Context: an optimization exercise on an open-source flow, tuned for small area and a short achievable clock period. The choices shown serve that exercise and are no tape-out recipe.

run A:
Design Sqrt2, start of the top module:
module Sqrt2 (In, Out, clk, reset);
  input  [14:0] In;    
  input  clk, reset;
  output [14:0] Out;   
  reg [23:0] d1;    
  reg [18:0] n4r;
  reg [23:0] d2;    
  reg [15:0] s1r;
  reg        kE;    
  wire [14:0] xg;
  assign xg = In;
  wire b0_one0;
  wire b0_two0;
  wire b0_neg0;
  assign b0_one0 = xg[0] ^ 1'b0;
  assign b0_two0 = (xg[1] & ~xg[0] & ~1'b0) | (~xg[1] & xg[0] & 1'b0);
  assign b0_neg0 = xg[1];
  wire b0_one1;
  wire b0_two1;
  wire b0_neg1;
  assign b0_one1 = xg[2] ^ xg[1];
  assign b0_two1 = (xg[3] & ~xg[2] & ~xg[1]) | (~xg[3] & xg[2] & xg[1]);
  assign b0_neg1 = xg[3];
  wire b0_one2;
  wire b0_two2;
  wire b0_neg2;
  assign b0_one2 = xg[4] ^ xg[3];
  assign b0_two2 = (xg[5] & ~xg[4] & ~xg[3]) | (~xg[5] & xg[4] & xg[3]);
  assign b0_neg2 = xg[5];
  wire b0_one3;
  wire b0_two3;
  wire b0_neg3;
  assign b0_one3 = xg[6] ^ xg[5];
  assign b0_two3 = (xg[7] & ~xg[6] & ~xg[5]) | (~xg[7] & xg[6] & xg[5]);
  assign b0_neg3 = xg[7];
  wire b0_one4;
  wire b0_two4;
  wire b0_neg4;
  assign b0_one4 = xg[8] ^ xg[7];
  assign b0_two4 = (xg[9] & ~xg[8] & ~xg[7]) | (~xg[9] & xg[8] & xg[7]);
  assign b0_neg4 = xg[9];
  wire b0_one5;
  wire b0_two5;
  wire b0_neg5;
  assign b0_one5 = xg[10] ^ xg[9];
  assign b0_two5 = (xg[11] & ~xg[10] & ~xg[9]) | (~xg[11] & xg[10] & xg[9]);
  assign b0_neg5 = xg[11];
  wire b0_one6;
  wire b0_two6;
  wire b0_neg6;
  assign b0_one6 = xg[12] ^ xg[11];
  assign b0_two6 = (xg[13] & ~xg[12] & ~xg[11]) | (~xg[13] & xg[12] & xg[11]);
  assign b0_neg6 = xg[13];
  wire b0_one7;
  wire b0_two7;
  wire b0_neg7;
  assign b0_one7 = xg[14] ^ xg[13];
  assign b0_two7 = (1'b0 & ~xg[14] & ~xg[13]) | (~1'b0 & xg[14] & xg[13]);
  assign b0_neg7 = 1'b0;
  wire [23:0] dg;
  assign dg = {b0_one7 & ~reset, b0_two7 & ~reset, ~b0_neg7, b0_one6 & ~reset, b0_two6 & ~reset, ~b0_neg6, b0_one5 & ~reset, b0_two5 & ~reset, ~b0_neg5, b0_one4 & ~reset, b0_two4 & ~reset, ~b0_neg4, b0_one3 & ~reset, b0_two3 & ~reset, ~b0_neg3, b0_one2 & ~reset, b0_two2 & ~reset, ~b0_neg2, b0_one1 & ~reset, b0_two1 & ~reset, ~b0_neg1, b0_one0 & ~reset, b0_two0 & ~reset, ~b0_neg0};
  wire sa_s0;
  wire sa_c0;
  assign sa_s0 = 1'b1 ^ xg[14];
  assign sa_c0 = 1'b1 & xg[14];
  wire sa_s1;
  wire sa_c1;
  assign sa_s1 = 1'b1 ^ xg[12];
  assign sa_c1 = 1'b1 & xg[12];
  wire sa_s2;
  ...
For scale: roughly 3400 cells after synthesis, ~32 I/O pins.
Settings: LEC_CHECK=0, ABC_AREA=1, CAP_MARGIN=20, CORE_MARGIN=2, CORE_UTILIZATION=40, SLEW_MARGIN=20; clock period 35.0 ns.
standard.sh (not shown) runs the stock make flow with config.mk's settings and CLKGATE_MAP_FILE= SYNTH_SCRIPT=/design/flow/synth_recipe.tcl, a recipe that flattens the netlist after the stock synthesis.
==> flow/flow/run.sh <==
#!/bin/bash
# Layout flow: the standard ORFS flow (standard.sh), with two changes:
#  1. after the standard synthesis, flow/invpush.py re-polarises full-adder
#     cells (FA(~a,~b,~c) = ~FA(a,b,c)) and swaps xor2/xnor2 cells so that
#     fewer inverters are needed; the function and all registers (names,
#     count, cell types) are unchanged;
#  2. the resizer's setup repair aims for a setup-slack margin of 21 ns, so
#     that the design is sized for speed.
# The clock period and all constraints stay the design's own.
set -euo pipefail
R="$PWD/orfs/results/$FLOW_PLATFORM/Sqrt2/base"
bash standard.sh SETUP_SLACK_MARGIN=21 synth > synth.log 2>&1
cp "$R/1_2_yosys.v" 1_2_yosys_standard.v
python3 flow/invpush.py 1_2_yosys_standard.v "$R/1_2_yosys.v" > invpush.log 2>&1
rm -f "$R/1_synth.odb" "$R/1_synth.sdc"
bash standard.sh SETUP_SLACK_MARGIN=21 finish > standard.log 2>&1
==> flow/flow/invpush.py <==
#!/usr/bin/env python3
"""Re-polarise full adders in a Yosys gate-level netlist to remove inverters.

FA(~a, ~b, ~c) = (~cout, ~sum), so a full-adder cell may be "flipped": fed
with the complements of its inputs, its outputs then carry the complements
of the original values. The script chooses flips that minimise the number of
inverters needed, then rewires: every signal is taken from its root (the net
at the start of its inverter chain) and one inverter per root is kept for
the loads that need the complement. Function is unchanged.
usage: invpush.py in.v out.v
"""
import re, sys

src = open(sys.argv[1]).read()
cell_re = re.compile(r'^  (sky130_fd_sc_hd__\w+) (\S+)\s+\((.*?)\n  \);\n', re.S | re.M)
pin_re = re.compile(r'\.(\w+)\((.*?)\)(?:,|\s*$)', re.S | re.M)

cells = []
for m in cell_re.finditer(src):
    typ, name, body = m.group(1), m.group(2), m.group(3)
    pins = [(p, n.strip()) for p, n in pin_re.findall(body)]
    cells.append({'typ': typ, 'name': name, 'pins': pins, 'span': m.span()})

OUTPINS = {'X', 'Y', 'Q', 'SUM', 'COUT', 'HI', 'LO', 'Q_N'}
is_inv = lambda c: re.match(r'sky130_fd_sc_hd__(clk)?inv(lp)?_\d+$', c['typ']) is not None
is_fa = lambda c: re.match(r'sky130_fd_sc_hd__fa_\d+$', c['typ']) is not None

hdr = src[:cells[0]['span'][0]]
ports = set()
for m in re.finditer(r'^\s*output\s+(\[(\d+):(\d+)\]\s+)?(\S+);', hdr, re.M):
    if m.group(1):
        for i in range(int(m.group(3)), int(m.group(2)) + 1): ports.add(f"{m.group(4)}[{i}]")
    else: ports.add(m.group(4))
tail = src[cells[-1]['span'][1]:]
assigned = set(re.findall(r'assign\s+(.*?)\s*=\s*(.*?);', tail))
keep_nets = set(ports)
for l, r in assigned: keep_nets.add(l.strip()); keep_nets.add(r.strip())

drv = {}
for ci, c in enumerate(cells):
    for p, n in c['pins']:
        if p in OUTPINS and n: drv[n] = (ci, p)

# removable inverters: output not a kept net
rem_inv = set(ci for ci, c in enumerate(cells) if is_inv(c)
              and dict(c['pins'])['Y'] not in keep_nets)

def root(n):
    """follow removable inverters back: returns (root_net, parity)"""
    par = 0
    while n in drv and drv[n][0] in rem_inv:
        n = dict(cells[drv[n][0]]['pins'])['A']; par ^= 1
    return n, par

is_x = lambda c: re.match(r'sky130_fd_sc_hd__x(n)?or2_\d+$', c['typ']) is not None
fas = [ci for ci, c in enumerate(cells) if is_fa(c) or is_x(c)]
fa_index = {ci: k for k, ci in enumerate(fas)}
flip = [0] * len(fas)

# load pins (excluding removable inverters): (cell, pin, root, parity)
loads = []
for ci, c in enumerate(cells):
    if ci in rem_inv: continue
    for pi, (p, n) in enumerate(c['pins']):
        if p in OUTPINS or not n or n.startswith("1'"): continue
        r, par = root(n)
        loads.append((ci, pi, r, par))
# output port nets driven by removable inverter chains are kept (not in rem_inv)
by_root = {}
for li, (ci, pi, r, par) in enumerate(loads): by_root.setdefault(r, []).append(li)

def phi_drv(r):
    if r in drv and drv[r][0] in fa_index: return flip[fa_index[drv[r][0]]]
    return 0
def phi_load(ci):
    return flip[fa_index[ci]] if ci in fa_index and is_fa(cells[ci]) else 0
def need(r):
    pd = phi_drv(r)
    return any((loads[li][3] ^ phi_load(loads[li][0]) ^ pd) for li in by_root.get(r, []))
def cost(): return sum(1 for r in by_root if need(r))

# roots touched by each FA
touch = {}
for ci in fas:
    rs = set()
    for p, n in cells[ci]['pins']:
        if not n or n.startswith("1'"): continue
        if p in OUTPINS: rs.add(n)
        elif is_fa(cells[ci]): rs.add(root(n)[0])
    touch[ci] = rs

before = cost()
improved = True; it = 0
while improved and it < 50:
    improved = False; it += 1
    for ci in fas:
        rs = touch[ci]
        c0 = sum(need(r) for r in rs)
        flip[fa_index[ci]] ^= 1
        c1 = sum(need(r) for r in rs)
        if c1 < c0: improved = True
        else: flip[fa_index[ci]] ^= 1
after = cost()
print(f"inverters (roots needing complement): {before} -> {after}; flipped {sum(flip)} of {len(fas)} FAs; removable inverters {len(rem_inv)}", file=sys.stderr)

esc = lambda n: n + " " if n.startswith("\\") else n
# rewrite
newpins = {}
inv_needed = {}
for li, (ci, pi, r, par) in enumerate(loads):
    pol = par ^ phi_load(ci) ^ phi_drv(r)
    net = r
    if pol:
        if r not in inv_needed: inv_needed[r] = f"_invp{len(inv_needed)}_"
        net = inv_needed[r]
    newpins[(ci, pi)] = net

out = []; pos = 0
wires = []
for ci, c in enumerate(cells):
    s, e = c['span']
    out.append(src[pos:s]); pos = e
    if ci in rem_inv: continue
    pins = []
    xsw = ci in fa_index and is_x(c) and flip[fa_index[ci]]
    for pi, (p, n) in enumerate(c['pins']):
        if xsw and p in ('X', 'Y'): p = 'Y' if p == 'X' else 'X'
        pins.append(f"    .{p}({esc(newpins.get((ci, pi), n))})")
    typ = c['typ']
    if ci in fa_index and is_x(c) and flip[fa_index[ci]]:
        typ = typ.replace('xnor2', 'XOR2') if 'xnor2' in typ else typ.replace('xor2', 'xnor2')
        typ = typ.replace('XOR2', 'xor2')
    out.append(f"  {typ} {esc(c['name'])} (\n" + ",\n".join(pins) + "\n  );\n")
for k, (r, w) in enumerate(inv_needed.items()):
    out.append(f"  sky130_fd_sc_hd__inv_1 _invpc{k}_ (\n    .A({esc(r)}),\n    .Y({w})\n  );\n")
    wires.append(f"  wire {w};\n")
out.append(src[pos:])
txt = "".join(out)
# declare new wires after the module header's last wire declaration
i = txt.index(cells[0]['typ'] if False else "  sky130_fd_sc_hd__")
txt = txt[:i] + "".join(wires) + txt[i:]
open(sys.argv[2], "w").write(txt)
The inputs of run B differ from those of run A as listed below.
-- flow/flow/run.sh --
<<< run A, line 3
#  1. after the standard synthesis, flow/invpush.py re-polarises full-adder
#     cells (FA(~a,~b,~c) = ~FA(a,b,c)) and swaps xor2/xnor2 cells so that
#     fewer inverters are needed; the function and all registers (names,
#     count, cell types) are unchanged;
#  2. the resizer's setup repair aims for a setup-slack margin of 21 ns, so
>>> run B, line 3
#  1. after the standard synthesis, flow/invpush.py re-polarises full-adder
#     cells (FA(~a,~b,~c) = ~FA(a,b,c)) and swaps xor2/xnor2 cells so that
#     fewer inverters are needed, and orders each full adder's inputs by
#     estimated arrival (latest on CIN, its fastest pin); the function and
#     all registers (names,
#     count, cell types) are unchanged;
#  2. the resizer's setup repair aims for a setup-slack margin of 21 ns, so
-- flow/flow/invpush.py --
<<< run A, line 101
        if c1 < c0: improved = True
        else: flip[fa_index[ci]] ^= 1
after = cost()
print(f"inverters (roots needing complement): {before} -> {after}; flipped {sum(flip)} of {len(fas)} FAs; removable inverters {len(rem_inv)}", file=sys.stderr)
>>> run B, line 101
        if c1 < c0: improved = True
        else: flip[fa_index[ci]] ^= 1
# simulated annealing (deterministic seed), keep the best assignment
import random, math
rng = random.Random(1)
cur = cost(); best = cur; best_flip = list(flip)
T0 = 1.0; N = 300000
for k in range(N):
    T = T0 * (1 - k / N) + 0.02
    ci = fas[rng.randrange(len(fas))]
    rs = touch[ci]
    c0 = sum(need(r) for r in rs)
    flip[fa_index[ci]] ^= 1
    c1 = sum(need(r) for r in rs)
    d = c1 - c0
    if d <= 0 or rng.random() < math.exp(-d / T):
        cur += d
        if cur < best: best = cur; best_flip = list(flip)
    else:
        flip[fa_index[ci]] ^= 1
flip[:] = best_flip
after = cost()
print(f"inverters (roots needing complement): {before} -> {after}; flipped {sum(flip)} of {len(fas)} FAs; removable inverters {len(rem_inv)}", file=sys.stderr)
<<< run A, line 115
        net = inv_needed[r]
    newpins[(ci, pi)] = net

out = []; pos = 0
>>> run B, line 134
        net = inv_needed[r]
    newpins[(ci, pi)] = net

# timing-aware pin order for full adders: estimate arrival times (unit-ish
# delays, flip-flops and ports at 0) and give the latest input to CIN, the
# fastest pin, and the earliest to A
DLY = lambda t: 0.45 if '__fa_' in t else (0.3 if '__ha_' in t else 0.15)
ndrv = {}
for ci, c in enumerate(cells):
    if ci in rem_inv: continue
    for p, n in c['pins']:
        if p in OUTPINS and n: ndrv[n] = ci
for k, w in enumerate(inv_needed.values()): pass
arr = {}
import sys as _s
_s.setrecursionlimit(100000)
def arrival(n):
    if n in arr: return arr[n]
    arr[n] = 0.0
    ci = ndrv.get(n)
    if ci is None or 'df' in cells[ci]['typ']: return 0.0
    c = cells[ci]; t = 0.0
    for pi, (p, m) in enumerate(c['pins']):
        if p in OUTPINS or not m or m.startswith("1'"): continue
        mm = newpins.get((ci, pi), m)
        if mm in inv_needed.values():
            root_ = [r for r, w in inv_needed.items() if w == mm][0]
            t = max(t, arrival(root_) + 0.1)
        else:
            t = max(t, arrival(mm))
    arr[n] = t + DLY(c['typ'])
    return arr[n]
inv_root = {w: r for r, w in inv_needed.items()}
def arr_net(m):
    if m in inv_root: return arrival(inv_root[m]) + 0.1
    return arrival(m)
nperm = 0
for ci in fas:
    c = cells[ci]
    if not is_fa(c): continue
    idx = {p: pi for pi, (p, n) in enumerate(c['pins'])}
    ins = [newpins.get((ci, idx[p]), dict(c['pins'])[p]) for p in ('A', 'B', 'CIN')]
    srt = sorted(ins, key=arr_net)
    if srt != ins: nperm += 1
    for p, n in zip(('A', 'B', 'CIN'), srt): newpins[(ci, idx[p])] = n
print(f"full adders with permuted inputs: {nperm}", file=sys.stderr)

out = []; pos = 0
==> summary.txt <==
- The synthesized area per cell reported for run B is greater than that of run A by 0.20 um^2.
- End-of-flow core utilization delta for run B relative to run A: 1.2 points lower
- d1[0]$_DFF_P_ as the worst setup path startpoint was reported by run A, and d1[15]$_DFF_P_ by run B.
- Relative to run A, the post-detailed-route via-to-cell ratio of run B is higher by 1.6%.
- Run B vs. run A: number of buffers and inverters on the critical path dropped 3; via count of the first global-routing pass shows a reduction of 453.
## Diff of input files: run C against run B
-- flow/flow/run.sh --
<<< run B, line 3
#  1. after the standard synthesis, flow/invpush.py re-polarises full-adder
#     cells (FA(~a,~b,~c) = ~FA(a,b,c)) and swaps xor2/xnor2 cells so that
#     fewer inverters are needed, and orders each full adder's inputs by
#     estimated arrival (latest on CIN, its fastest pin); the function and
#     all registers (names,
#     count, cell types) are unchanged;
#  2. the resizer's setup repair aims for a setup-slack margin of 21 ns, so
>>> run C, line 3
#  1. after the standard synthesis, flow/invpush.py re-polarises full-adder
#     cells (FA(~a,~b,~c) = ~FA(a,b,c)) and swaps xor2/xnor2 cells so that
#     fewer inverters are needed; the function and all registers (names,
#     count, cell types) are unchanged;
#  2. the resizer's setup repair aims for a setup-slack margin of 21 ns, so
-- flow/flow/invpush.py --
<<< run B, line 135
    newpins[(ci, pi)] = net

# timing-aware pin order for full adders: estimate arrival times (unit-ish
# delays, flip-flops and ports at 0) and give the latest input to CIN, the
# fastest pin, and the earliest to A
DLY = lambda t: 0.45 if '__fa_' in t else (0.3 if '__ha_' in t else 0.15)
ndrv = {}
for ci, c in enumerate(cells):
    if ci in rem_inv: continue
    for p, n in c['pins']:
        if p in OUTPINS and n: ndrv[n] = ci
for k, w in enumerate(inv_needed.values()): pass
arr = {}
import sys as _s
_s.setrecursionlimit(100000)
def arrival(n):
    if n in arr: return arr[n]
    arr[n] = 0.0
    ci = ndrv.get(n)
    if ci is None or 'df' in cells[ci]['typ']: return 0.0
    c = cells[ci]; t = 0.0
    for pi, (p, m) in enumerate(c['pins']):
        if p in OUTPINS or not m or m.startswith("1'"): continue
        mm = newpins.get((ci, pi), m)
        if mm in inv_needed.values():
            root_ = [r for r, w in inv_needed.items() if w == mm][0]
            t = max(t, arrival(root_) + 0.1)
        else:
            t = max(t, arrival(mm))
    arr[n] = t + DLY(c['typ'])
    return arr[n]
inv_root = {w: r for r, w in inv_needed.items()}
def arr_net(m):
    if m in inv_root: return arrival(inv_root[m]) + 0.1
    return arrival(m)
nperm = 0
for ci in fas:
    c = cells[ci]
    if not is_fa(c): continue
    idx = {p: pi for pi, (p, n) in enumerate(c['pins'])}
    ins = [newpins.get((ci, idx[p]), dict(c['pins'])[p]) for p in ('A', 'B', 'CIN')]
    srt = sorted(ins, key=arr_net)
    if srt != ins: nperm += 1
    for p, n in zip(('A', 'B', 'CIN'), srt): newpins[(ci, idx[p])] = n
print(f"full adders with permuted inputs: {nperm}", file=sys.stderr)

out = []; pos = 0
wires = []
>>> run C, line 135
    newpins[(ci, pi)] = net

out = []; pos = 0
wires = []
## What came out
Number of buffers outside the clock class in the layout in run C is 15 above run B. Run B tops out at a higher clock frequency than run C. From run B to run C the numbers moved as follows: pre-CTS worst setup slack down 0.26 ns, worst path setup slack after routing down 0.086 ns.
Function was not checked in any run of this note: the RTL went through the layout flow alone.

what the ideal ports hide:
No port has a modelled driver above. Below, the same layouts with a new extraction and two added sets of constraints. Step 1 (the two cells are an assumption about what drives the block):
set clk [get_ports {clk}]
set_driving_cell -lib_cell sky130_fd_sc_hd__clkbuf_16 $clk
set_driving_cell -lib_cell sky130_fd_sc_hd__buf_2 [delete_from_list [all_inputs] $clk]
Step 2 adds t to the input delays and takes it off the output delays; t is the mean of the earliest and latest rising clock arrival at the registers after step 1. Input paths then give back, and output paths get back, about the clock's delay inside the block. Three values: no drivers, after step 1, after step 2; two values: the first two.
| run | t, ns | slack for setup (ns) | latest minus earliest clock arrival (ns) |
|---|---|---|---|
| run A | 0.414 | 21.532 / 21.532 / 21.532 | 0.014 / 0.014 |
| run B | 0.397 | 21.637 / 21.637 / 21.637 | 0.009 / 0.008 |
| run C | 0.398 | 21.551 / 21.551 / 21.551 | 0.011 / 0.011 |
After both steps every run listed still meets setup and hold.
